What follows belongs to an exercise in optimizing a design on an open flow for small area and a short achievable clock period; a production flow would make more cautious choices. No functional check of the RTL was part of any run shown here. No activity file was given, so power comes from the tool's default toggle rates.

### flow/flow/run.sh
#!/bin/bash
# Own flow: the standard layout (standard.sh) with these changes:
#  - ports are buffered with the smallest buffer (buffer_ports -buffer_cell),
#  - before floorplanning every combinational cell is set to drive strength 1
#    (flow/downsize.tcl), so the timing repair starts from the smallest cells,
#  - clock tree synthesis adds no dummy loads.
# The make output goes to standard_make.log; ORFS keeps each step's log under
# orfs/logs/.
set -euo pipefail
here=$(pwd)
bash standard.sh \
  "BUFFER_PORTS_ARGS=-buffer_cell sky130_fd_sc_hd__buf_1" \
  "PRE_FLOORPLAN_TCL=$here/flow/downsize.tcl" \
  "CTS_ARGS=-sink_clustering_enable -repair_clock_nets -dont_use_dummy_load" \
  finish > standard_make.log 2>&1
### flow/standard.sh
#!/bin/bash
# synth_recipe.tcl (not shown) runs the flow's synth.tcl, then flattens the netlist and writes it again
# the make line also repeats each setting of config.mk as NAME=value (left out here)
make -C /OpenROAD-flow-scripts/flow DESIGN_CONFIG=/design/flow/config.mk WORK_HOME=/design/flow/orfs CLKGATE_MAP_FILE= SYNTH_SCRIPT=/design/flow/synth_recipe.tcl "${@:-finish}"
### flow/config.mk
export PLATFORM = sky130hd
export DESIGN_NAME = alu_reg
export DESIGN_NICKNAME = alu_reg
export VERILOG_FILES = /design/flow/design.v
export SDC_FILE = /design/flow/constraint.sdc
export NUM_CORES = 8
export LEC_CHECK = 0
export CAP_MARGIN = 20
export CORE_MARGIN = 2
export CORE_UTILIZATION = 40
export SETUP_SLACK_MARGIN = 2.8
export SLEW_MARGIN = 20
export SYNTH_HIERARCHICAL = 1
### flow/flow/downsize.tcl
# Start sizing from the smallest drive: swap every combinational cell that
# synthesis mapped to a larger drive strength for the _1 cell of the same
# function (same pins); the timing repair later sizes up what it needs.
# Flip-flops keep their cells.
set db [ord::get_db]
set block [ord::get_db_block]
set swapped 0
foreach inst [$block getInsts] {
  set m [$inst getMaster]
  set name [$m getName]
  if {![regexp {^(sky130_fd_sc_hd__([a-z0-9]+))_([0-9]+)$} $name -> base kind drive]} { continue }
  if {[string match "df*" $kind] || [string match "conb" $kind] || $drive == 1} { continue }
  set small [$db findMaster ${base}_1]
  if {$small eq "NULL" || $small eq ""} { continue }
  if {[$inst swapMaster $small]} { incr swapped }
}
puts "downsize: swapped $swapped cells to drive 1"
### flow/design.v
module ALU_inv (input a, output y); assign y = ~a; endmodule
module ALU_nand2 (input a, b, output y); assign y = ~(a & b); endmodule
module ALU_nor2 (input a, b, output y); assign y = ~(a | b); endmodule
module ALU_xor2 (input a, b, output y); assign y = a ^ b; endmodule
module ALU_xnor2 (input a, b, output y); assign y = ~(a ^ b); endmodule
module ALU_andn (input a, bn, output y); assign y = a & ~bn; endmodule
module ALU_mux2 (input s, a1, a0, output y); assign y = s ? a1 : a0; endmodule
module ALU_mux2i (input s, a1, a0, output y); assign y = ~(s ? a1 : a0); endmodule
module ALU_dec
( input  [2:0] op,
  output t, s, cin
);
  ALU_xor2  ut (.a(op[2]), .b(op[0]), .y(t));
  ALU_xnor2 us (.a(op[1]), .b(op[2]), .y(s));
  ALU_nor2  uc (.a(t), .b(s), .y(cin));
endmodule
module ALU_ctl
( input  [2:0] op,
  input  t, s,
  output y1, y0, w1, w0
);
  ALU_mux2  u1 (.s(op[1]), .a1(op[2]), .a0(t), .y(y1));
  ALU_andn  u0 (.a(op[1]), .bn(op[0]), .y(y0));
  ALU_nand2 v1 (.a(t), .b(s), .y(w1));
  ALU_inv   v0 (.a(op[1]), .y(w0));
endmodule
module ALU_bit
( input  a, b, y1, y0, w1, w0,
  output p, yn
);
  wire wn;
  ALU_mux2i my (.s(b), .a1(y1), .a0(y0), .y(yn));
  ALU_mux2i mw (.s(b), .a1(w1), .a0(w0), .y(wn));
  ALU_mux2i mp (.s(a), .a1(wn), .a0(yn), .y(p));
endmodule
module ALU_grp2c
( input  [1:0] p, yn, input ci,
  output [1:0] u,
  output con
);
  wire [1:0] g = ~p & ~yn;
  wire [2:0] c;
  assign c[0] = ci;
  assign c[1] = (g[0]) | (ci & p[0]);
  assign c[2] = (g[0] & p[1]) | (g[1]) | (ci & p[0] & p[1]);
  assign u = p[1:0] ^ c[1:0];
  assign con = ~c[2];
endmodule
module ALU_grp2
( input  [1:0] p, yn,
  output [1:1] u,
  output con
);
  wire [1:0] g = ~p & ~yn;
  wire [2:0] c;
  assign c[0] = 1'b0;
  assign c[1] = (g[0]);
  assign c[2] = (g[0] & p[1]) | (g[1]);
  assign u = p[1:1] ^ c[1:1];
  assign con = ~c[2];
endmodule
module ALU_alln2
( input  [1:0] u,
  output qn
);
  assign qn = ~&u;
endmodule
module ALU_dot000
( input  gh, qh, gl,
  output g
);
  assign g = (~gh | (~qh & ~gl));
endmodule
module ALU_dot000q0
( input  gh, qh, gl, ql,
  output g, q
);
  assign g = (~gh | (~qh & ~gl));
  assign q = (~qh & ~ql);
endmodule
module ALU_dot001
( input  gh, qh, gl,
  output g
);
  assign g = (~gh | (~qh & gl));
endmodule
module ALU_dot111
( input  gh, qh, gl,
  output g
);
  assign g = ~(gh | (qh & gl));
endmodule
module ALU_dot001q1
( input  gh, qh, gl, ql,
  output g, q
);
  assign g = (~gh | (~qh & gl));
  assign q = (~qh & ql);
endmodule
module ALU_dot111q1
( input  gh, qh, gl, ql,
  output g, q
);
  assign g = ~(gh | (qh & gl));
  assign q = ~(qh & ql);
endmodule
module ALU_dot110
( input  gh, qh, gl,
  output g
);
  assign g = ~(gh | (qh & ~gl));
endmodule
module ALU_dot110q0
( input  gh, qh, gl, ql,
  output g, q
);
  assign g = ~(gh | (qh & ~gl));
  assign q = ~(qh & ~ql);
endmodule
module ALU_inc2n
( input  [1:0] u,
  input  ci,
  output [1:0] y
);
  wire c = ~ci;
  assign y[0] = u[0] ^ c;
  assign y[1] = u[1] ^ (c & (&u[0:0]));
endmodule
module ALU_inc2
( input  [1:0] u,
  input  ci,
  output [1:0] y
);
  wire c = ci;
  assign y[0] = u[0] ^ c;
  assign y[1] = u[1] ^ (c & (&u[0:0]));
endmodule
module alu_reg
( input         clk,
  input  [2:0]  Op_code,
  input  [31:0] A, B,
  output [31:0] Y
);
  wire t, s, cin;
  wire [3:0] y1, y0, w1, w0;
  wire [31:0] p, yn, u_c, y_c;
  wire [14:0] gn_c;
  ALU_dec dec (.op(Op_code), .t(t), .s(s), .cin(cin));
  ALU_ctl ctl0 (.op(Op_code), .t(t), .s(s), .y1(y1[0]), .y0(y0[0]), .w1(w1[0]), .w0(w0[0]));
  ALU_ctl ctl1 (.op(Op_code), .t(t), .s(s), .y1(y1[1]), .y0(y0[1]), .w1(w1[1]), .w0(w0[1]));
  ALU_ctl ctl2 (.op(Op_code), .t(t), .s(s), .y1(y1[2]), .y0(y0[2]), .w1(w1[2]), .w0(w0[2]));
  ALU_ctl ctl3 (.op(Op_code), .t(t), .s(s), .y1(y1[3]), .y0(y0[3]), .w1(w1[3]), .w0(w0[3]));
  ALU_bit b0 (.a(A[0]), .b(B[0]), .y1(y1[0]), .y0(y0[0]), .w1(w1[0]), .w0(w0[0]), .p(p[0]), .yn(yn[0]));
  ALU_bit b1 (.a(A[1]), .b(B[1]), .y1(y1[0]), .y0(y0[0]), .w1(w1[0]), .w0(w0[0]), .p(p[1]), .yn(yn[1]));
  ALU_bit b2 (.a(A[2]), .b(B[2]), .y1(y1[0]), .y0(y0[0]), .w1(w1[0]), .w0(w0[0]), .p(p[2]), .yn(yn[2]));
  ALU_bit b3 (.a(A[3]), .b(B[3]), .y1(y1[0]), .y0(y0[0]), .w1(w1[0]), .w0(w0[0]), .p(p[3]), .yn(yn[3]));
  ALU_bit b4 (.a(A[4]), .b(B[4]), .y1(y1[0]), .y0(y0[0]), .w1(w1[0]), .w0(w0[0]), .p(p[4]), .yn(yn[4]));
  ALU_bit b5 (.a(A[5]), .b(B[5]), .y1(y1[0]), .y0(y0[0]), .w1(w1[0]), .w0(w0[0]), .p(p[5]), .yn(yn[5]));
  ALU_bit b6 (.a(A[6]), .b(B[6]), .y1(y1[0]), .y0(y0[0]), .w1(w1[0]), .w0(w0[0]), .p(p[6]), .yn(yn[6]));
  ALU_bit b7 (.a(A[7]), .b(B[7]), .y1(y1[0]), .y0(y0[0]), .w1(w1[0]), .w0(w0[0]), .p(p[7]), .yn(yn[7]));
  ALU_bit b8 (.a(A[8]), .b(B[8]), .y1(y1[1]), .y0(y0[1]), .w1(w1[1]), .w0(w0[1]), .p(p[8]), .yn(yn[8]));
  ALU_bit b9 (.a(A[9]), .b(B[9]), .y1(y1[1]), .y0(y0[1]), .w1(w1[1]), .w0(w0[1]), .p(p[9]), .yn(yn[9]));
  ALU_bit b10 (.a(A[10]), .b(B[10]), .y1(y1[1]), .y0(y0[1]), .w1(w1[1]), .w0(w0[1]), .p(p[10]), .yn(yn[10]));
  ALU_bit b11 (.a(A[11]), .b(B[11]), .y1(y1[1]), .y0(y0[1]), .w1(w1[1]), .w0(w0[1]), .p(p[11]), .yn(yn[11]));
  ALU_bit b12 (.a(A[12]), .b(B[12]), .y1(y1[1]), .y0(y0[1]), .w1(w1[1]), .w0(w0[1]), .p(p[12]), .yn(yn[12]));
  ALU_bit b13 (.a(A[13]), .b(B[13]), .y1(y1[1]), .y0(y0[1]), .w1(w1[1]), .w0(w0[1]), .p(p[13]), .yn(yn[13]));
  ALU_bit b14 (.a(A[14]), .b(B[14]), .y1(y1[1]), .y0(y0[1]), .w1(w1[1]), .w0(w0[1]), .p(p[14]), .yn(yn[14]));
  ALU_bit b15 (.a(A[15]), .b(B[15]), .y1(y1[1]), .y0(y0[1]), .w1(w1[1]), .w0(w0[1]), .p(p[15]), .yn(yn[15]));
  ALU_bit b16 (.a(A[16]), .b(B[16]), .y1(y1[2]), .y0(y0[2]), .w1(w1[2]), .w0(w0[2]), .p(p[16]), .yn(yn[16]));
  ALU_bit b17 (.a(A[17]), .b(B[17]), .y1(y1[2]), .y0(y0[2]), .w1(w1[2]), .w0(w0[2]), .p(p[17]), .yn(yn[17]));
  ALU_bit b18 (.a(A[18]), .b(B[18]), .y1(y1[2]), .y0(y0[2]), .w1(w1[2]), .w0(w0[2]), .p(p[18]), .yn(yn[18]));
  ALU_bit b19 (.a(A[19]), .b(B[19]), .y1(y1[2]), .y0(y0[2]), .w1(w1[2]), .w0(w0[2]), .p(p[19]), .yn(yn[19]));
  ALU_bit b20 (.a(A[20]), .b(B[20]), .y1(y1[2]), .y0(y0[2]), .w1(w1[2]), .w0(w0[2]), .p(p[20]), .yn(yn[20]));
  ALU_bit b21 (.a(A[21]), .b(B[21]), .y1(y1[2]), .y0(y0[2]), .w1(w1[2]), .w0(w0[2]), .p(p[21]), .yn(yn[21]));
  ALU_bit b22 (.a(A[22]), .b(B[22]), .y1(y1[2]), .y0(y0[2]), .w1(w1[2]), .w0(w0[2]), .p(p[22]), .yn(yn[22]));
  ALU_bit b23 (.a(A[23]), .b(B[23]), .y1(y1[2]), .y0(y0[2]), .w1(w1[2]), .w0(w0[2]), .p(p[23]), .yn(yn[23]));
  ALU_bit b24 (.a(A[24]), .b(B[24]), .y1(y1[3]), .y0(y0[3]), .w1(w1[3]), .w0(w0[3]), .p(p[24]), .yn(yn[24]));
  ALU_bit b25 (.a(A[25]), .b(B[25]), .y1(y1[3]), .y0(y0[3]), .w1(w1[3]), .w0(w0[3]), .p(p[25]), .yn(yn[25]));
  ALU_bit b26 (.a(A[26]), .b(B[26]), .y1(y1[3]), .y0(y0[3]), .w1(w1[3]), .w0(w0[3]), .p(p[26]), .yn(yn[26]));
  ALU_bit b27 (.a(A[27]), .b(B[27]), .y1(y1[3]), .y0(y0[3]), .w1(w1[3]), .w0(w0[3]), .p(p[27]), .yn(yn[27]));
  ALU_bit b28 (.a(A[28]), .b(B[28]), .y1(y1[3]), .y0(y0[3]), .w1(w1[3]), .w0(w0[3]), .p(p[28]), .yn(yn[28]));
  ALU_bit b29 (.a(A[29]), .b(B[29]), .y1(y1[3]), .y0(y0[3]), .w1(w1[3]), .w0(w0[3]), .p(p[29]), .yn(yn[29]));
  ALU_bit b30 (.a(A[30]), .b(B[30]), .y1(y1[3]), .y0(y0[3]), .w1(w1[3]), .w0(w0[3]), .p(p[30]), .yn(yn[30]));
  ALU_bit b31 (.a(A[31]), .b(B[31]), .y1(y1[3]), .y0(y0[3]), .w1(w1[3]), .w0(w0[3]), .p(p[31]), .yn(yn[31]));
  ALU_grp2c s0 (.p(p[1:0]), .yn(yn[1:0]), .ci(cin), .u(u_c[1:0]), .con(gn_c[0]));
  assign u_c[2] = p[2];
  ALU_grp2 s1 (.p(p[3:2]), .yn(yn[3:2]), .u(u_c[3:3]), .con(gn_c[1]));
  assign u_c[4] = p[4];
  ALU_grp2 s2 (.p(p[5:4]), .yn(yn[5:4]), .u(u_c[5:5]), .con(gn_c[2]));
  assign u_c[6] = p[6];
  ALU_grp2 s3 (.p(p[7:6]), .yn(yn[7:6]), .u(u_c[7:7]), .con(gn_c[3]));
  assign u_c[8] = p[8];
  ALU_grp2 s4 (.p(p[9:8]), .yn(yn[9:8]), .u(u_c[9:9]), .con(gn_c[4]));
  assign u_c[10] = p[10];
  ALU_grp2 s5 (.p(p[11:10]), .yn(yn[11:10]), .u(u_c[11:11]), .con(gn_c[5]));
  assign u_c[12] = p[12];
  ALU_grp2 s6 (.p(p[13:12]), .yn(yn[13:12]), .u(u_c[13:13]), .con(gn_c[6]));
  assign u_c[14] = p[14];
  ALU_grp2 s7 (.p(p[15:14]), .yn(yn[15:14]), .u(u_c[15:15]), .con(gn_c[7]));
  assign u_c[16] = p[16];
  ALU_grp2 s8 (.p(p[17:16]), .yn(yn[17:16]), .u(u_c[17:17]), .con(gn_c[8]));
  assign u_c[18] = p[18];
  ALU_grp2 s9 (.p(p[19:18]), .yn(yn[19:18]), .u(u_c[19:19]), .con(gn_c[9]));
  assign u_c[20] = p[20];
  ALU_grp2 s10 (.p(p[21:20]), .yn(yn[21:20]), .u(u_c[21:21]), .con(gn_c[10]));
  assign u_c[22] = p[22];
  ALU_grp2 s11 (.p(p[23:22]), .yn(yn[23:22]), .u(u_c[23:23]), .con(gn_c[11]));
  assign u_c[24] = p[24];
  ALU_grp2 s12 (.p(p[25:24]), .yn(yn[25:24]), .u(u_c[25:25]), .con(gn_c[12]));
  assign u_c[26] = p[26];
  ALU_grp2 s13 (.p(p[27:26]), .yn(yn[27:26]), .u(u_c[27:27]), .con(gn_c[13]));
  assign u_c[28] = p[28];
  ALU_grp2 s14 (.p(p[29:28]), .yn(yn[29:28]), .u(u_c[29:29]), .con(gn_c[14]));
  assign u_c[30] = p[30];
  ALU_grp2 s15 (.p(p[31:30]), .yn(yn[31:30]), .u(u_c[31:31]), .con());
  assign y_c[1:0] = u_r[1:0];
  reg  [31:0] u_r, y_r;
  reg  [14:0] gn_r;
  wire qn1;
  wire qn2;
  wire qn3;
  wire qn4;
  wire qn5;
  wire qn6;
  wire qn7;
  wire qn8;
  wire qn9;
  wire qn10;
  wire qn11;
  wire qn12;
  wire qn13;
  wire qn14;
  wire pg1;
  wire pg2;
  wire pq3;
  wire pg4;
  wire pq5;
  wire pg6;
  wire pq7;
  wire pg8;
  wire pq9;
  wire pg10;
  wire pq11;
  wire pg12;
  wire pq13;
  wire pg14;
  wire pg15;
  wire pg16;
  wire pq17;
  wire pg18;
  wire pq19;
  wire pg20;
  wire pq21;
  wire pg22;
  wire pq23;
  wire pg24;
  wire pq25;
  wire pg26;
  wire pg27;
  wire pg28;
  wire pg29;
  wire pg30;
  wire pq31;
  wire pg32;
  wire pq33;
  wire pg34;
  wire pq35;
  wire pg36;
  wire pg37;
  wire pg38;
  wire pg39;
  wire pg40;
  wire pg41;
  wire pg42;
  ALU_alln2 a1 (.u(u_r[3:2]), .qn(qn1));
  ALU_alln2 a2 (.u(u_r[5:4]), .qn(qn2));
  ALU_alln2 a3 (.u(u_r[7:6]), .qn(qn3));
  ALU_alln2 a4 (.u(u_r[9:8]), .qn(qn4));
  ALU_alln2 a5 (.u(u_r[11:10]), .qn(qn5));
  ALU_alln2 a6 (.u(u_r[13:12]), .qn(qn6));
  ALU_alln2 a7 (.u(u_r[15:14]), .qn(qn7));
  ALU_alln2 a8 (.u(u_r[17:16]), .qn(qn8));
  ALU_alln2 a9 (.u(u_r[19:18]), .qn(qn9));
  ALU_alln2 a10 (.u(u_r[21:20]), .qn(qn10));
  ALU_alln2 a11 (.u(u_r[23:22]), .qn(qn11));
  ALU_alln2 a12 (.u(u_r[25:24]), .qn(qn12));
  ALU_alln2 a13 (.u(u_r[27:26]), .qn(qn13));
  ALU_alln2 a14 (.u(u_r[29:28]), .qn(qn14));
  ALU_dot000 d1 (.gh(gn_r[1]), .qh(qn1), .gl(gn_r[0]), .g(pg1));
  ALU_dot000q0 d3 (.gh(gn_r[3]), .qh(qn3), .gl(gn_r[2]), .ql(qn2), .g(pg2), .q(pq3));
  ALU_dot000q0 d5 (.gh(gn_r[5]), .qh(qn5), .gl(gn_r[4]), .ql(qn4), .g(pg4), .q(pq5));
  ALU_dot000q0 d7 (.gh(gn_r[7]), .qh(qn7), .gl(gn_r[6]), .ql(qn6), .g(pg6), .q(pq7));
  ALU_dot000q0 d9 (.gh(gn_r[9]), .qh(qn9), .gl(gn_r[8]), .ql(qn8), .g(pg8), .q(pq9));
  ALU_dot000q0 d11 (.gh(gn_r[11]), .qh(qn11), .gl(gn_r[10]), .ql(qn10), .g(pg10), .q(pq11));
  ALU_dot000q0 d13 (.gh(gn_r[13]), .qh(qn13), .gl(gn_r[12]), .ql(qn12), .g(pg12), .q(pq13));
  ALU_dot001 d14 (.gh(gn_r[2]), .qh(qn2), .gl(pg1), .g(pg14));
  ALU_dot111 d15 (.gh(pg2), .qh(pq3), .gl(pg1), .g(pg15));
  ALU_dot001q1 d17 (.gh(gn_r[6]), .qh(qn6), .gl(pg4), .ql(pq5), .g(pg16), .q(pq17));
  ALU_dot111q1 d19 (.gh(pg6), .qh(pq7), .gl(pg4), .ql(pq5), .g(pg18), .q(pq19));
  ALU_dot001q1 d21 (.gh(gn_r[10]), .qh(qn10), .gl(pg8), .ql(pq9), .g(pg20), .q(pq21));
  ALU_dot111q1 d23 (.gh(pg10), .qh(pq11), .gl(pg8), .ql(pq9), .g(pg22), .q(pq23));
  ALU_dot001q1 d25 (.gh(gn_r[14]), .qh(qn14), .gl(pg12), .ql(pq13), .g(pg24), .q(pq25));
  ALU_dot000 d26 (.gh(gn_r[4]), .qh(qn4), .gl(pg15), .g(pg26));
  ALU_dot110 d27 (.gh(pg4), .qh(pq5), .gl(pg15), .g(pg27));
  ALU_dot110 d28 (.gh(pg16), .qh(pq17), .gl(pg15), .g(pg28));
  ALU_dot000 d29 (.gh(pg18), .qh(pq19), .gl(pg15), .g(pg29));
  ALU_dot000q0 d31 (.gh(gn_r[12]), .qh(qn12), .gl(pg22), .ql(pq23), .g(pg30), .q(pq31));
  ALU_dot110q0 d33 (.gh(pg12), .qh(pq13), .gl(pg22), .ql(pq23), .g(pg32), .q(pq33));
  ALU_dot110q0 d35 (.gh(pg24), .qh(pq25), .gl(pg22), .ql(pq23), .g(pg34), .q(pq35));
  ALU_dot001 d36 (.gh(gn_r[8]), .qh(qn8), .gl(pg29), .g(pg36));
  ALU_dot111 d37 (.gh(pg8), .qh(pq9), .gl(pg29), .g(pg37));
  ALU_dot111 d38 (.gh(pg20), .qh(pq21), .gl(pg29), .g(pg38));
  ALU_dot001 d39 (.gh(pg22), .qh(pq23), .gl(pg29), .g(pg39));
  ALU_dot111 d40 (.gh(pg30), .qh(pq31), .gl(pg29), .g(pg40));
  ALU_dot001 d41 (.gh(pg32), .qh(pq33), .gl(pg29), .g(pg41));
  ALU_dot001 d42 (.gh(pg34), .qh(pq35), .gl(pg29), .g(pg42));
  ALU_inc2n i1 (.u(u_r[3:2]), .ci(gn_r[0]), .y(y_c[3:2]));
  ALU_inc2 i2 (.u(u_r[5:4]), .ci(pg1), .y(y_c[5:4]));
  ALU_inc2 i3 (.u(u_r[7:6]), .ci(pg14), .y(y_c[7:6]));
  ALU_inc2n i4 (.u(u_r[9:8]), .ci(pg15), .y(y_c[9:8]));
  ALU_inc2 i5 (.u(u_r[11:10]), .ci(pg26), .y(y_c[11:10]));
  ALU_inc2n i6 (.u(u_r[13:12]), .ci(pg27), .y(y_c[13:12]));
  ALU_inc2n i7 (.u(u_r[15:14]), .ci(pg28), .y(y_c[15:14]));
  ALU_inc2 i8 (.u(u_r[17:16]), .ci(pg29), .y(y_c[17:16]));
  ALU_inc2 i9 (.u(u_r[19:18]), .ci(pg36), .y(y_c[19:18]));
  ALU_inc2n i10 (.u(u_r[21:20]), .ci(pg37), .y(y_c[21:20]));
  ALU_inc2n i11 (.u(u_r[23:22]), .ci(pg38), .y(y_c[23:22]));
  ALU_inc2 i12 (.u(u_r[25:24]), .ci(pg39), .y(y_c[25:24]));
  ALU_inc2n i13 (.u(u_r[27:26]), .ci(pg40), .y(y_c[27:26]));
  ALU_inc2 i14 (.u(u_r[29:28]), .ci(pg41), .y(y_c[29:28]));
  ALU_inc2 i15 (.u(u_r[31:30]), .ci(pg42), .y(y_c[31:30]));
  always @(posedge clk) begin
    u_r  <= u_c;
    gn_r <= gn_c;
    y_r  <= y_c;
  end
  assign Y = y_r;
endmodule
### flow/constraint.sdc
create_clock -name core_clock -period 4.5 [get_ports {clk}]
set_input_delay 0.9000 -clock core_clock [delete_from_list [all_inputs] [get_ports {clk}]]
set_output_delay 0.9000 -clock core_clock [all_outputs]
set_load 0.01 [all_outputs]
==> impl_metrics.env, run 1 <==
export IMPL_ant_nets=0
export IMPL_wirelength_mm=7.643
export IMPL_fillers=809
export IMPL_finalNetCount=579
export IMPL_endpoint_kind="register"
export IMPL_grt_ovfl_total=0
export IMPL_r2r_cells=8
export IMPL_worst_setup_path_type="input port to register"
export IMPL_fin_area_um2=4977
export IMPL_clkPwrFrac_pct=19.2
export IMPL_groute_usage_overall_pct=15.44
export IMPL_setup_ws_ns=2.443
export IMPL_worst_slew_pin_slew_ns=0.4314
export IMPL_start_kind="input port"
export IMPL_ir_drop_v=0.0001894
export IMPL_coreArea_um2=8806
export IMPL_antenna_found_initial=0
export IMPL_seqPwrFrac_pct=47.3
export IMPL_post_place_ws_ns=1.605
export IMPL_synth_cells=362
export IMPL_cts_root_buf="clkbuf_8"
export IMPL_rsz0062_at_grt="yes"
export IMPL_ios=100
export IMPL_place_area_um2=4194
export IMPL_status="finished clean"
export IMPL_place_gp_congestion=0.7480
export IMPL_holdPathStages=0
export IMPL_r2r_setup_slack_ns=2.82
export IMPL_routedWlPerCell_um=12.72
export IMPL_fmax_mhz=486.2
export IMPL_finalCritPeriodShare_pct=45.71
export IMPL_grt_pass1_vias=2740
export IMPL_worst_clock_skew_ns=0.01930
export IMPL_syn_to_final_growth_pct=35.81
export IMPL_portBuffers=99
export IMPL_drt_iter0_drc=31
export IMPL_p_int_mw=1.398
export IMPL_min_from="u_r[1]"
export IMPL_htree_levels=3
export IMPL_setup_tns_ns=0
export IMPL_cp_arrival_ns=2.27
export IMPL_slew_violations=0
export IMPL_fp_row_count=34
export IMPL_clk_pin_slew_ns=0.06
export IMPL_route_detailed_drc=0
export IMPL_cts_path_max_buffers=2
export IMPL_r2r_start="u_r[18]"
export IMPL_die_h_um=99.72
export IMPL_grt_pass1_wl_mm=12.19
export IMPL_swShare_pct=31.18
export IMPL_switchingPower_mw=0.6336
export IMPL_slowest_stage="mux2_4"
export IMPL_cts_buffers=9
export IMPL_comb_power_share_pct=33.5
export IMPL_synth_avg_cell_area_um2=10.12
export IMPL_syn_nets=446
export IMPL_hp_class="register to register"
export IMPL_drv_cap=0
export IMPL_netlist_area_um2=3665
export IMPL_max_stage_delay_ns=0.30
export IMPL_r2r_end="y_r[29]"
export IMPL_crit_fanout=5
export IMPL_setup_violations=0
export IMPL_via_per_inst=4.697
export IMPL_dr_pass1_iters=4
export IMPL_cp_cell_sequence="buf_12, xor2_4, mux2_4, mux2i_4, mux2i_1, ha_2, o21bai_4, xor2_1"
export IMPL_clkLatencyLatePin_ns=0.34
export IMPL_fin_crit_ns=2.057
export IMPL_hold_viol_final=0
export IMPL_clock_sinks=79
export IMPL_crit_required_ns=4.71
export IMPL_power_density_nw_per_um2=408.2
export IMPL_ys_warn_count=7
export IMPL_slew_limit_headroom_pct=71.11
export IMPL_cts_tree="yes"
export IMPL_p_leak_nw=2.323
export IMPL_die_w_um=99.72
export IMPL_dp_hpwl_mm=5.625
export IMPL_vias=2823
export IMPL_grt_start_max_net_pins=14
export IMPL_hold_end="y_r[1]"
export IMPL_initial_utilization_pct=41.62
export IMPL_drive_above_1_share_pct=26.57
export IMPL_die_area_um2=9943
export IMPL_diodes=0
==> worst max-delay path by stage <==
stage                     startpoint      end  slack, ns  cells after the start
after floorplan           Op_code[0]   u_r[1]       2.21                      7
after global placement    Op_code[1]   u_r[1]       1.77                      8
after detailed placement  Op_code[1]   u_r[1]       1.61                      8
after CTS                 Op_code[2]   u_r[1]       2.49                      8
after global routing      Op_code[0]  u_r[19]       2.40                      8
final                     Op_code[0]   u_r[1]       2.44                      8
==> flip-flops by register name (all words and copies together) (netlist names) <==
register,count
u_r,32
y_r,32
gn_r,15
==> area by class of cell <==
| cell class | instances | area [µm²] | area share (%) |
|---|---|---|---|
| repair buffers | 121 | 686.9 | 13.80 |
| multi-input cells | 260 | 2344 | 47.08 |
| inverters | 24 | 95.09 | 1.911 |
| well taps | 108 | 135.1 | 2.715 |
| flip-flops and latches | 79 | 1593 | 32.00 |
| clock buffers | 9 | 123.9 | 2.489 |
==> power groups by stage <==
stage	Sequential, mW	Combinational (mW)	Clock (mW)
after CTS	0.950	0.567	0.407
final	0.960	0.681	0.391
after floorplan	1.01	0.276	0
after detailed placement	0.965	0.509	0
after global routing	0.980	0.757	0.435
after global placement	0.962	0.500	0
==> routing by layer <==
| layer | vias up | global-route usage [%] | part of all wire, % |
|---|---|---|---|
| met3 | 7 | 3.514 | 4.2 |
| met2 | 57 | 25.57 | 48 |
| met4 | 0 | 7.271 | 1.4 |
| met5 | - | 0 | 0 |
| met1 | 1258 | 19.02 | 47 |
| li1 | 1501 | - | - |
==> cell usage in the layout, fill, tap and decap left out, drive strengths merged <==
master / instances
a21oi: 24
o21ai: 18
ha: 16
inv: 24
xnor2: 1
mux2i: 97
clkbuf: 14
nand2: 20
nor2b: 7
xor2: 33
dfxtp: 79
buf: 116
nand2b: 2
nor2: 37
o21bai: 1
mux2: 4
==> metrics by stage <==
stage	hold WS [ns]	instances	util (%)	total power, mW
3_5_place_dp	0.3182	569	47.63	1.474
6_report	0.3278	601	56.52	2.032
4_1_cts	0.3284	586	51.46	1.925
2_1_floorplan	0.3096	362	-	1.290
3_3_place_gp	0.3167	569	47.63	1.462
5_1_grt	0.3322	601	56.52	2.172
==> worst max-delay path: cells and delay by family <==
family,cells,cell delay [ns]
muxes,3,0.56
xor gates and xnor gates,2,0.33
adders and majority gates,1,0.19
AOI/OAI and AO/OA,1,0.17
buffers and inverters,1,0.12
==> repair_timing <==
| item | CTS | global route |
|---|---|---|
| resized for setup | 58 | 79 |
| buffers inserted | 7 | 15 |
| setup endpoints to repair | 89 | 81 |
| hold buffers | 0 | 0 |
| cloned | 1 | 0 |
| pin swaps | 4 | 22 |
==> run 2: changes to the inputs <==
--- a/flow/design.v
+++ b/flow/design.v
@@ -124,5 +124,7 @@
 );
-  wire c = ~ci;
-  assign y[0] = u[0] ^ c;
-  assign y[1] = u[1] ^ (c & (&u[0:0]));
+  wire [1:0] v;
+  assign v[0] = ~u[0];
+  assign v[1] = u[1] ^ (&u[0:0]);
+  ALU_mux2 m0 (.s(ci), .a1(u[0]), .a0(v[0]), .y(y[0]));
+  ALU_mux2 m1 (.s(ci), .a1(u[1]), .a0(v[1]), .y(y[1]));
 endmodule
@@ -133,5 +135,7 @@
 );
-  wire c = ci;
-  assign y[0] = u[0] ^ c;
-  assign y[1] = u[1] ^ (c & (&u[0:0]));
+  wire [1:0] v;
+  assign v[0] = ~u[0];
+  assign v[1] = u[1] ^ (&u[0:0]);
+  ALU_mux2 m0 (.s(ci), .a1(v[0]), .a0(u[0]), .y(y[0]));
+  ALU_mux2 m1 (.s(ci), .a1(v[1]), .a0(u[1]), .y(y[1]));
 endmodule
==> run 2 against run 1 <==
  * Still clean
  * Total power up 4.1%
  * Utilization is 1.4 points higher
  * Worst hold slack better by 0.0014 ns
  * Wire length up 17%
  * Synthesized area grew 4.9%
  * Largest cell class unchanged
==> impl_metrics.env, run 2 <==
export IMPL_grt_pass1_vias=3004
export IMPL_slowest_stage="mux2_4"
export IMPL_final_cell_mix="76 x mux2i_1, 64 x buf_1, 56 x dfxtp_1"
export IMPL_crit_path_end="u_r[1]"
export IMPL_fmax_mhz=489.5
export IMPL_htree_levels=3
export IMPL_die_h_um=102.0
export IMPL_worst_setup_path_type="input port to register"
export IMPL_crit_required_ns=4.72
export IMPL_hp_class="register to register"
export IMPL_initial_utilization_pct=41.42
export IMPL_layout_commonest_cell="mux2i_1"
export IMPL_slew_violations=0
export IMPL_dr_pass1_iters=4
export IMPL_dp_hpwl_mm=6.108
export IMPL_crit_buf_inv=1
export IMPL_routedWlPerCell_um=13.49
export IMPL_dp_cells=613
export IMPL_setup_violations=0
export IMPL_ios=100
export IMPL_place_gp_congestion=0.7931
export IMPL_diodes=0
export IMPL_crit_start="Op_code[0]"
export IMPL_clkLatencyLatePin_ns=0.34
export IMPL_crit_fanout=6
export IMPL_slew_limit_headroom_pct=69.38
export IMPL_power_density_nw_per_um2=393.7
export IMPL_syn_nets=454
export IMPL_vias=3124
export IMPL_r2r_cells=8
export IMPL_holdPathStages=0
export IMPL_drive_above_1_share_pct=32.71
export IMPL_die_area_um2=10410
export IMPL_max_stage_delay_ns=0.31
export IMPL_setup_tns_ns=0
export IMPL_cp_arrival_ns=2.26
export IMPL_reg_top3="u_r x32, y_r x32, gn_r x15"
export IMPL_drt_iter0_drc=55
export IMPL_ant_nets=0
export IMPL_coreArea_um2=9284
export IMPL_fp_row_count=35
export IMPL_ys_warn_count=7
export IMPL_synth_avg_cell_area_um2=9.987
export IMPL_cts_buffers=9
export IMPL_hold_viol_final=0
export IMPL_grt_pass1_wl_mm=13.61
export IMPL_via_per_inst=4.726
export IMPL_drv_cap=0
export IMPL_cts_path_max_buffers=2
export IMPL_die_w_um=102.0
export IMPL_syn_to_final_growth_pct=39.77
export IMPL_p_leak_nw=2.432
export IMPL_synth_cells=385
export IMPL_crit_family="multiplexers"
export IMPL_place_area_um2=4419
export IMPL_r2r_start="u_r[8]"
export IMPL_start_kind="input port"
export IMPL_r2r_end="y_r[18]"
export IMPL_grt_ovfl_total=0
export IMPL_clk_pin_slew_ns=0.07
export IMPL_r2r_setup_slack_ns=2.69
export IMPL_cp_cell_sequence="buf_12, xor2_4, mux2_4, mux2i_4, mux2i_2, ha_2, o21bai_4, xor2_1"
export IMPL_fin_area_um2=5374
export IMPL_fin_crit_ns=2.043
export IMPL_hold_buffers=0
export IMPL_worst_path_stages=8
export IMPL_cts_root_buf="clkbuf_8"
export IMPL_worst_slew_pin_slew_ns=0.4572
export IMPL_finalCritPeriodShare_pct=45.40
export IMPL_finalNetCount=603
export IMPL_groute_usage_overall_pct=16.91
export IMPL_grt_start_max_net_pins=14
export IMPL_worst_clock_skew_ns=0.02121
export IMPL_status="finished clean"
export IMPL_clock_sinks=79
export IMPL_endpoint_kind="register"
export IMPL_finalNonFillerCells=661
export IMPL_rsz0062_at_grt="yes"
export IMPL_portBuffers=99
export IMPL_ir_drop_v=0.0001726
export IMPL_cts_tree="yes"
export IMPL_antenna_found_initial=0
export IMPL_netlist_area_um2=3845
export IMPL_route_detailed_drc=0
export IMPL_wirelength_mm=8.914
run 2: cell count changes in the layout (fill, tap and decap cells not counted), moves of 5 or more:
cell	change
ha_1	-11
buf_6	+5
dfxtp_2	+14
inv_1	+9
dfxtp_1	-14
mux2_1	+27
buf_4	+15
run 2: worst min-delay path by stage:
stage	startpoint	end	slack [ns]
final	u_r[1]	y_r[1]	0.33
after floorplan	u_r[0]	y_r[0]	0.31
after CTS	u_r[1]	y_r[1]	0.33
after global routing	u_r[1]	y_r[1]	0.34
after global placement	u_r[1]	y_r[1]	0.31
after detailed placement	u_r[0]	y_r[0]	0.32
run 2: metal layers:
metal / share of wire [%] / global-route usage (%)
met5: 0 / 0
met4: 1.4 / 7.590
met3: 3.2 / 2.326
met2: 50 / 28.64
met1: 45 / 21.47
run 2: report_power, final:
group | switching [mW] | total [mW] | internal [mW]
clock | 0.221 | 0.399 | 0.179
sequential | 0.0845 | 0.965 | 0.880
combinational | 0.367 | 0.752 | 0.385
run 2: metrics by stage:
step / setup WS, ns / utilization (%) / total power, mW / hold slack [ns]
floorplan: 2.215 / - / 1.327 / 0.3096
global placement: 1.759 / 47.60 / 1.495 / 0.3140
detailed placement: 1.646 / 47.60 / 1.508 / 0.3207
CTS: 2.446 / 53.81 / 2.047 / 0.3298
global route: 2.390 / 57.88 / 2.254 / 0.3355
finish: 2.457 / 57.88 / 2.116 / 0.3291
run 2: area by class of cell:
type	instances	area (µm²)
clock buffer	9	123.9
fill	865	3910
inverter	32	120.1
multi-input combinational	275	2537
sequential	79	1610
tap	129	161.4
timing repair buffer	137	820.8
run 2: timing repair:
action	4_1_cts	5_1_grt
cloned	1	0
gates resized for setup	100	64
pin swaps	21	14
setup buffers	23	15
setup endpoints to repair	88	90
==> run 3: changes to the inputs <==
--- a/flow/config.mk
+++ b/flow/config.mk
@@ -9,3 +9,3 @@
 export CORE_MARGIN = 2
-export CORE_UTILIZATION = 40
+export CORE_UTILIZATION = 60
 export SETUP_SLACK_MARGIN = 2.8
==> run 3 against run 2 <==
  * Clock skew down 0.0060 ns
  * Sequential cell count unchanged
  * Critical path type unchanged
  * Critical endpoint unchanged
  * Still clean on timing, DRC and antenna
  * Synthesized area unchanged
==> impl_metrics.env, run 3 <==
export IMPL_whs_ns=0.3363
export IMPL_synth_avg_cell_area_um2=9.987
export IMPL_coreArea_um2=6277
export IMPL_diodes=0
export IMPL_setup_violations=0
export IMPL_cts_buffers=9
export IMPL_crit_required_ns=4.71
export IMPL_via_per_inst=5.395
export IMPL_ys_warn_count=7
export IMPL_cts_root_buf="clkbuf_8"
export IMPL_rsz0062_at_grt="yes"
export IMPL_crit_family="XOR/XNOR gates"
export IMPL_r2r_setup_slack_ns=2.73
export IMPL_slew_limit_headroom_pct=73.61
export IMPL_ios=100
export IMPL_finalNetCount=596
export IMPL_reg_top3="u_r x32, y_r x32, gn_r x15"
export IMPL_finalCritPeriodShare_pct=47.93
export IMPL_setup_tns_ns=0
export IMPL_clock_sinks=79
export IMPL_hold_buffers=0
export IMPL_die_h_um=84.05
export IMPL_fp_row_count=29
export IMPL_start_kind="input port"
export IMPL_grt_pass1_vias=3049
export IMPL_p_leak_nw=2.417
export IMPL_antenna_found_initial=0
export IMPL_dp_hpwl_mm=5.712
export IMPL_clkLatencyLatePin_ns=0.34
export IMPL_route_detailed_drc=0
export IMPL_hold_viol_final=0
export IMPL_synth_cells=385
export IMPL_vias=3248
export IMPL_r2r_end="y_r[31]"
export IMPL_post_place_ws_ns=1.653
export IMPL_fin_crit_ns=2.157
export IMPL_clk_pin_slew_ns=0.06
export IMPL_ir_drop_v=0.0002977
export IMPL_final_cell_mix="68 x mux2i_1, 65 x buf_1, 58 x dfxtp_1"
export IMPL_slew_violations=0
export IMPL_power_density_nw_per_um2=402.6
export IMPL_crit_buf_inv=2
export IMPL_drv_cap=0
export IMPL_power_total_mw=2.164
export IMPL_worst_slew_pin_slew_ns=0.3943
export IMPL_groute_usage_overall_pct=23.30
export IMPL_drive_above_1_share_pct=35.24
export IMPL_crit_start="Op_code[2]"
export IMPL_layout_commonest_cell="mux2i_1"
export IMPL_status="finished clean"
export IMPL_setup_ws_ns=2.343
export IMPL_final_core_util_pct=85.61
export IMPL_grt_ovfl_total=0
export IMPL_grt_pass1_wl_mm=13.17
export IMPL_netlist_area_um2=3845
export IMPL_crit_path_end="u_r[1]"
export IMPL_place_gp_congestion=0.8486
export IMPL_initial_utilization_pct=61.25
export IMPL_syn_to_final_growth_pct=39.77
export IMPL_min_from="u_r[1]"
export IMPL_fmax_mhz=463.7
export IMPL_cts_tree="yes"
export IMPL_hp_class="register to register"
export IMPL_die_area_um2=7064
export IMPL_syn_nets=454
export IMPL_endpoint_kind="register"
export IMPL_worst_clock_skew_ns=0.01522
export IMPL_r2r_cells=7
export IMPL_slowest_stage="xnor2_4"
export IMPL_r2r_start="u_r[14]"
export IMPL_die_w_um=84.05
export IMPL_htree_levels=3
export IMPL_portBuffers=99
export IMPL_crit_fanout=5
export IMPL_worst_setup_path_type="input port to register"
export IMPL_cp_arrival_ns=2.36
export IMPL_grt_start_max_net_pins=14
export IMPL_max_stage_delay_ns=0.30
export IMPL_drt_iter0_drc=168
export IMPL_cp_cell_sequence="buf_12, buf_12, xnor2_4, nand2_4, mux2i_2, mux2i_2, ha_2, o21bai_4, xor2_1"
export IMPL_dr_pass1_iters=4
export IMPL_wirelength_mm=9.604
export IMPL_fillers=347
export IMPL_routedWlPerCell_um=15.95
export IMPL_worst_path_stages=9
export IMPL_ant_nets=0
export IMPL_cts_path_max_buffers=2
-- run 3: worst min-delay path by stage --
stage              to  slack [ns]  cells past startpoint
3_5_place_dp   y_r[0]        0.32                      0
2_1_floorplan  y_r[0]        0.31                      0
4_1_cts        y_r[1]        0.33                      0
6_report       y_r[1]        0.34                      0
5_1_grt        y_r[1]        0.35                      0
3_3_place_gp   y_r[0]        0.32                      0
-- run 3: metrics by stage --
| step | instance area [µm²] | instances |
|---|---|---|
| after global routing | 5374 | 602 |
| after detailed placement | 4354 | 561 |
| after CTS | 4827 | 586 |
| after global placement | 4354 | 561 |
| after floorplan | 3886 | 385 |
| final | 5374 | 602 |
-- run 3: layout make-up --
class / count / area [µm²] / area share, %
sequential: 79 / 1610 / 29.97
multi-input combinational: 274 / 2660 / 49.50
timing repair buffer: 131 / 763.2 / 14.20
tap: 77 / 96.34 / 1.793
clock buffer: 9 / 123.9 / 2.305
inverter: 32 / 120.1 / 2.235
-- run 3: per-layer routing --
metal  up-vias  share of wire [%]  GRT usage (%)
met2       100                 52          37.95
met3        12                5.8          6.429
li1       1595                  -              -
met5         -                  0              0
met4         0                1.3          9.384
met1      1541                 41          29.11
-- run 3: where the power goes --
group / internal [mW] / switching [mW] / total (mW) / leakage, nW
Clock: 0.179 / 0.212 / 0.391 / 0.0647
Combinational: 0.396 / 0.402 / 0.797 / 1.69
Sequential: 0.880 / 0.0958 / 0.976 / 0.666
-- run 3: timing repair --
item,CTS,global route
setup endpoints to repair,86,84
endpoints found under the hold margin,0,0
resized for setup,83,108
pin swaps,13,31
setup buffers,16,16
==> run 4: changes to the inputs <==
--- a/flow/design.v
+++ b/flow/design.v
@@ -80,8 +80,2 @@
 endmodule
-module ALU_dot001
-( input  gh, qh, gl,
-  output g
-);
-  assign g = (~gh | (~qh & gl));
-endmodule
 module ALU_dot111
@@ -92,9 +86,2 @@
 endmodule
-module ALU_dot001q1
-( input  gh, qh, gl, ql,
-  output g, q
-);
-  assign g = (~gh | (~qh & gl));
-  assign q = (~qh & ql);
-endmodule
 module ALU_dot111q1
@@ -106,3 +93,3 @@
 endmodule
-module ALU_dot110
+module ALU_dot001
 ( input  gh, qh, gl,
@@ -110,10 +97,9 @@
 );
-  assign g = ~(gh | (qh & ~gl));
+  assign g = (~gh | (~qh & gl));
 endmodule
-module ALU_dot110q0
-( input  gh, qh, gl, ql,
-  output g, q
+module ALU_dot110
+( input  gh, qh, gl,
+  output g
 );
   assign g = ~(gh | (qh & ~gl));
-  assign q = ~(qh & ~ql);
 endmodule
@@ -251,12 +237,12 @@
   wire pg15;
-  wire pg16;
-  wire pq17;
-  wire pg18;
-  wire pq19;
+  wire pq16;
+  wire pg17;
+  wire pq18;
+  wire pg19;
   wire pg20;
-  wire pq21;
+  wire pg21;
   wire pg22;
-  wire pq23;
+  wire pg23;
   wire pg24;
-  wire pq25;
+  wire pg25;
   wire pg26;
@@ -266,14 +252,2 @@
   wire pg30;
-  wire pq31;
-  wire pg32;
-  wire pq33;
-  wire pg34;
-  wire pq35;
-  wire pg36;
-  wire pg37;
-  wire pg38;
-  wire pg39;
-  wire pg40;
-  wire pg41;
-  wire pg42;
   ALU_alln2 a1 (.u(u_r[3:2]), .qn(qn1));
@@ -299,38 +273,32 @@
   ALU_dot000q0 d13 (.gh(gn_r[13]), .qh(qn13), .gl(gn_r[12]), .ql(qn12), .g(pg12), .q(pq13));
-  ALU_dot001 d14 (.gh(gn_r[2]), .qh(qn2), .gl(pg1), .g(pg14));
-  ALU_dot111 d15 (.gh(pg2), .qh(pq3), .gl(pg1), .g(pg15));
-  ALU_dot001q1 d17 (.gh(gn_r[6]), .qh(qn6), .gl(pg4), .ql(pq5), .g(pg16), .q(pq17));
-  ALU_dot111q1 d19 (.gh(pg6), .qh(pq7), .gl(pg4), .ql(pq5), .g(pg18), .q(pq19));
-  ALU_dot001q1 d21 (.gh(gn_r[10]), .qh(qn10), .gl(pg8), .ql(pq9), .g(pg20), .q(pq21));
-  ALU_dot111q1 d23 (.gh(pg10), .qh(pq11), .gl(pg8), .ql(pq9), .g(pg22), .q(pq23));
-  ALU_dot001q1 d25 (.gh(gn_r[14]), .qh(qn14), .gl(pg12), .ql(pq13), .g(pg24), .q(pq25));
-  ALU_dot000 d26 (.gh(gn_r[4]), .qh(qn4), .gl(pg15), .g(pg26));
-  ALU_dot110 d27 (.gh(pg4), .qh(pq5), .gl(pg15), .g(pg27));
-  ALU_dot110 d28 (.gh(pg16), .qh(pq17), .gl(pg15), .g(pg28));
-  ALU_dot000 d29 (.gh(pg18), .qh(pq19), .gl(pg15), .g(pg29));
-  ALU_dot000q0 d31 (.gh(gn_r[12]), .qh(qn12), .gl(pg22), .ql(pq23), .g(pg30), .q(pq31));
-  ALU_dot110q0 d33 (.gh(pg12), .qh(pq13), .gl(pg22), .ql(pq23), .g(pg32), .q(pq33));
-  ALU_dot110q0 d35 (.gh(pg24), .qh(pq25), .gl(pg22), .ql(pq23), .g(pg34), .q(pq35));
-  ALU_dot001 d36 (.gh(gn_r[8]), .qh(qn8), .gl(pg29), .g(pg36));
-  ALU_dot111 d37 (.gh(pg8), .qh(pq9), .gl(pg29), .g(pg37));
-  ALU_dot111 d38 (.gh(pg20), .qh(pq21), .gl(pg29), .g(pg38));
-  ALU_dot001 d39 (.gh(pg22), .qh(pq23), .gl(pg29), .g(pg39));
-  ALU_dot111 d40 (.gh(pg30), .qh(pq31), .gl(pg29), .g(pg40));
-  ALU_dot001 d41 (.gh(pg32), .qh(pq33), .gl(pg29), .g(pg41));
-  ALU_dot001 d42 (.gh(pg34), .qh(pq35), .gl(pg29), .g(pg42));
+  ALU_dot111 d14 (.gh(pg2), .qh(pq3), .gl(pg1), .g(pg14));
+  ALU_dot111q1 d16 (.gh(pg6), .qh(pq7), .gl(pg4), .ql(pq5), .g(pg15), .q(pq16));
+  ALU_dot111q1 d18 (.gh(pg10), .qh(pq11), .gl(pg8), .ql(pq9), .g(pg17), .q(pq18));
+  ALU_dot000 d19 (.gh(pg15), .qh(pq16), .gl(pg14), .g(pg19));
+  ALU_dot001 d20 (.gh(pg17), .qh(pq18), .gl(pg19), .g(pg20));
+  ALU_dot110 d21 (.gh(pg4), .qh(pq5), .gl(pg14), .g(pg21));
+  ALU_dot111 d22 (.gh(pg8), .qh(pq9), .gl(pg19), .g(pg22));
+  ALU_dot111 d23 (.gh(pg12), .qh(pq13), .gl(pg20), .g(pg23));
+  ALU_dot001 d24 (.gh(gn_r[2]), .qh(qn2), .gl(pg1), .g(pg24));
+  ALU_dot000 d25 (.gh(gn_r[4]), .qh(qn4), .gl(pg14), .g(pg25));
+  ALU_dot000 d26 (.gh(gn_r[6]), .qh(qn6), .gl(pg21), .g(pg26));
+  ALU_dot001 d27 (.gh(gn_r[8]), .qh(qn8), .gl(pg19), .g(pg27));
+  ALU_dot000 d28 (.gh(gn_r[10]), .qh(qn10), .gl(pg22), .g(pg28));
+  ALU_dot001 d29 (.gh(gn_r[12]), .qh(qn12), .gl(pg20), .g(pg29));
+  ALU_dot000 d30 (.gh(gn_r[14]), .qh(qn14), .gl(pg23), .g(pg30));
   ALU_inc2n i1 (.u(u_r[3:2]), .ci(gn_r[0]), .y(y_c[3:2]));
   ALU_inc2 i2 (.u(u_r[5:4]), .ci(pg1), .y(y_c[5:4]));
-  ALU_inc2 i3 (.u(u_r[7:6]), .ci(pg14), .y(y_c[7:6]));
-  ALU_inc2n i4 (.u(u_r[9:8]), .ci(pg15), .y(y_c[9:8]));
-  ALU_inc2 i5 (.u(u_r[11:10]), .ci(pg26), .y(y_c[11:10]));
-  ALU_inc2n i6 (.u(u_r[13:12]), .ci(pg27), .y(y_c[13:12]));
-  ALU_inc2n i7 (.u(u_r[15:14]), .ci(pg28), .y(y_c[15:14]));
-  ALU_inc2 i8 (.u(u_r[17:16]), .ci(pg29), .y(y_c[17:16]));
-  ALU_inc2 i9 (.u(u_r[19:18]), .ci(pg36), .y(y_c[19:18]));
-  ALU_inc2n i10 (.u(u_r[21:20]), .ci(pg37), .y(y_c[21:20]));
-  ALU_inc2n i11 (.u(u_r[23:22]), .ci(pg38), .y(y_c[23:22]));
-  ALU_inc2 i12 (.u(u_r[25:24]), .ci(pg39), .y(y_c[25:24]));
-  ALU_inc2n i13 (.u(u_r[27:26]), .ci(pg40), .y(y_c[27:26]));
-  ALU_inc2 i14 (.u(u_r[29:28]), .ci(pg41), .y(y_c[29:28]));
-  ALU_inc2 i15 (.u(u_r[31:30]), .ci(pg42), .y(y_c[31:30]));
+  ALU_inc2 i3 (.u(u_r[7:6]), .ci(pg24), .y(y_c[7:6]));
+  ALU_inc2n i4 (.u(u_r[9:8]), .ci(pg14), .y(y_c[9:8]));
+  ALU_inc2 i5 (.u(u_r[11:10]), .ci(pg25), .y(y_c[11:10]));
+  ALU_inc2n i6 (.u(u_r[13:12]), .ci(pg21), .y(y_c[13:12]));
+  ALU_inc2 i7 (.u(u_r[15:14]), .ci(pg26), .y(y_c[15:14]));
+  ALU_inc2 i8 (.u(u_r[17:16]), .ci(pg19), .y(y_c[17:16]));
+  ALU_inc2 i9 (.u(u_r[19:18]), .ci(pg27), .y(y_c[19:18]));
+  ALU_inc2n i10 (.u(u_r[21:20]), .ci(pg22), .y(y_c[21:20]));
+  ALU_inc2 i11 (.u(u_r[23:22]), .ci(pg28), .y(y_c[23:22]));
+  ALU_inc2 i12 (.u(u_r[25:24]), .ci(pg20), .y(y_c[25:24]));
+  ALU_inc2 i13 (.u(u_r[27:26]), .ci(pg29), .y(y_c[27:26]));
+  ALU_inc2n i14 (.u(u_r[29:28]), .ci(pg23), .y(y_c[29:28]));
+  ALU_inc2 i15 (.u(u_r[31:30]), .ci(pg30), .y(y_c[31:30]));
   always @(posedge clk) begin
--- a/flow/config.mk
+++ b/flow/config.mk
@@ -9,3 +9,3 @@
 export CORE_MARGIN = 2
-export CORE_UTILIZATION = 60
+export CORE_UTILIZATION = 40
 export SETUP_SLACK_MARGIN = 2.8
==> run 4 against run 3 <==
  * Via count is 9.9% lower
  * Largest cell class unchanged
  * Highest routed layer unchanged
  * Synthesized area is 2.4% lower
  * Worst hold slack worse by 0.0051 ns
  * Die area is 44% higher
  * Sequential cell count stayed put
==> impl_metrics.env, run 4 <==
export IMPL_status="finished clean"
export IMPL_drv_cap=0
export IMPL_grt_pass1_vias=2870
export IMPL_fp_row_count=35
export IMPL_clock_sinks=79
export IMPL_hold_viol_final=0
export IMPL_diodes=0
export IMPL_power_density_nw_per_um2=411.9
export IMPL_clkLatencyLatePin_ns=0.35
export IMPL_clk_pin_slew_ns=0.06
export IMPL_cts_tree="yes"
export IMPL_cp_arrival_ns=2.32
export IMPL_start_kind="input port"
export IMPL_initial_utilization_pct=41.01
export IMPL_crit_required_ns=4.71
export IMPL_finalCritPeriodShare_pct=46.74
export IMPL_setup_violations=0
export IMPL_final_cell_mix="84 x mux2i_1, 64 x buf_1, 56 x dfxtp_1"
export IMPL_rsz0062_at_grt="yes"
export IMPL_place_area_um2=4315
export IMPL_max_stage_delay_ns=0.29
export IMPL_cts_root_buf="clkbuf_8"
export IMPL_holdPathStages=0
export IMPL_cts_path_max_buffers=2
export IMPL_dp_hpwl_mm=5.803
export IMPL_synth_avg_cell_area_um2=10.26
export IMPL_antenna_found_initial=0
export IMPL_worst_slew_pin_slew_ns=0.4076
export IMPL_crit_fanout=5
export IMPL_endpoint_kind="register"
export IMPL_fin_area_um2=5229
export IMPL_worst_clock_skew_ns=0.02064
export IMPL_cts_buffers=9
export IMPL_ys_warn_count=7
export IMPL_fin_crit_ns=2.103
export IMPL_die_w_um=100.9
export IMPL_route_detailed_drc=0
export IMPL_setup_tns_ns=0
export IMPL_routedWlPerCell_um=13.72
export IMPL_syn_nets=435
export IMPL_whs_ns=0.3312
export IMPL_dp_cells=576
export IMPL_drive_above_1_share_pct=34.52
export IMPL_layout_commonest_cell="mux2i_1"
export IMPL_hold_buffers=0
export IMPL_via_per_inst=4.735
export IMPL_hold_end="y_r[0]"
export IMPL_r2r_setup_slack_ns=2.61
export IMPL_groute_usage_overall_pct=16.69
export IMPL_cp_cell_sequence="buf_12, xor2_4, mux2_4, mux2i_2, mux2i_1, ha_2, o21bai_4, xor2_1"
export IMPL_grt_ovfl_total=0
export IMPL_place_gp_congestion=0.7771
export IMPL_min_from="u_r[0]"
export IMPL_dr_pass1_iters=4
export IMPL_finalNonFillerCells=618
export IMPL_syn_to_final_growth_pct=39.30
export IMPL_ir_drop_v=0.0001728
export IMPL_vias=2926
export IMPL_fmax_mhz=475.5
export IMPL_slew_violations=0
export IMPL_reg_top3="u_r x32, y_r x32, gn_r x15"
export IMPL_die_h_um=100.9
export IMPL_worst_setup_path_type="input port to register"
export IMPL_ant_nets=0
export IMPL_r2r_end="y_r[26]"
export IMPL_r2r_cells=10
export IMPL_grt_start_max_net_pins=14
export IMPL_finalNetCount=578
export IMPL_ios=100
export IMPL_slew_limit_headroom_pct=72.70
export IMPL_slowest_stage="mux2_4"
export IMPL_netlist_area_um2=3754
export IMPL_r2r_start="u_r[2]"
export IMPL_drt_iter0_drc=16
export IMPL_coreArea_um2=9153
export IMPL_htree_levels=3
export IMPL_portBuffers=99
export IMPL_synth_cells=366
export IMPL_grt_pass1_wl_mm=13.16
export IMPL_die_area_um2=10170
export IMPL_p_leak_nw=2.399
export IMPL_power_total_mw=2.154
export IMPL_wirelength_mm=8.481
export IMPL_hp_class="register to register"
[run 4: worst max path at each step]
stage | slack (ns) | depth (start not counted) | from | to
3_3_place_gp | 1.72 | 7 | Op_code[1] | gn_r[0]
6_report | 2.40 | 8 | Op_code[0] | u_r[1]
2_1_floorplan | 2.21 | 7 | Op_code[0] | u_r[1]
4_1_cts | 2.43 | 8 | Op_code[2] | u_r[1]
3_5_place_dp | 1.55 | 8 | Op_code[1] | u_r[1]
5_1_grt | 2.36 | 8 | Op_code[0] | u_r[1]
[run 4: cell type report]
type | count | area, µm²
Sequential cell | 79 | 1613
Clock buffer | 9 | 123.9
Timing Repair Buffer | 131 | 764.5
Tap cell | 111 | 138.9
Fill cell | 813 | 3924
Inverter | 25 | 101.3
Multi-Input combinational cell | 263 | 2487
[run 4: critical path, delay by kind of cell]
kind            cells  cell delay, ns
buf+inv             1            0.12
mux                 3            0.59
fa+ha+maj           1            0.20
xor+xnor            2            0.32
compound gates      1            0.17
[run 4: power by group]
part | leakage, nW | internal (mW) | total [mW] | switching (mW)
Clock | 0.0647 | 0.179 | 0.398 | 0.219
Sequential | 0.666 | 0.880 | 0.969 | 0.0886
Combinational | 1.67 | 0.415 | 0.786 | 0.371
[run 4: layer usage]
layer  track usage (%)  up-vias  share of wire, %
met4             6.006        0               1.2
met2             28.72       54                49
met1             20.53     1330                46
met3             3.537        9               3.9
li1                  -     1533                 -
met5                 0        -                 0
[run 4: repair_timing]
action | CTS | global route
gates resized for setup | 100 | 70
cloned | 1 | 0
endpoints found under the hold margin | 0 | 0
endpoints found under the setup margin | 90 | 90
pin swaps | 13 | 13
buffers inserted | 18 | 14
[run 4: metrics by stage]
step | utilization [%] | setup WS, ns
2_1_floorplan | - | 2.215
3_3_place_gp | 47.15 | 1.725
3_5_place_dp | 47.15 | 1.554
4_1_cts | 53.42 | 2.429
5_1_grt | 57.13 | 2.361
6_report | 57.13 | 2.397

## re-timing with driven ports
In the flow no input, the clock included, has a driving cell. The finished layouts below were timed again as built, in two steps. Step 1 assumes that a clkbuf_16 drives the clock port and a buf_2 every other input. Step 2 also shifts input and output timing later by t, the mid clock arrival at the registers, as if the neighbouring blocks saw the same clock. Three values: no drivers, after step 1, after step 2; two values: the first two.
| run | t (ns) | setup WS [ns] | hold slack, ns | latest minus earliest clock arrival (ns) |
|---|---|---|---|---|
| run 1 | 0.361 | 2.443 / 2.416 / 2.055 | 0.328 / 0.328 / 0.328 | 0.020 / 0.019 |
| run 2 | 0.362 | 2.457 / 2.430 / 2.068 | 0.329 / 0.329 / 0.329 | 0.021 / 0.022 |
| run 3 | 0.362 | 2.343 / 2.325 / 1.962 | 0.336 / 0.336 / 0.336 | 0.016 / 0.015 |
| run 4 | 0.366 | 2.397 / 2.381 / 2.014 | 0.331 / 0.331 / 0.331 | 0.020 / 0.021 |
After both steps every run listed still meets setup and hold. The setup slack of run 2, which loses most, moves by -0.027 ns with the drivers and by -0.389 ns with both steps.
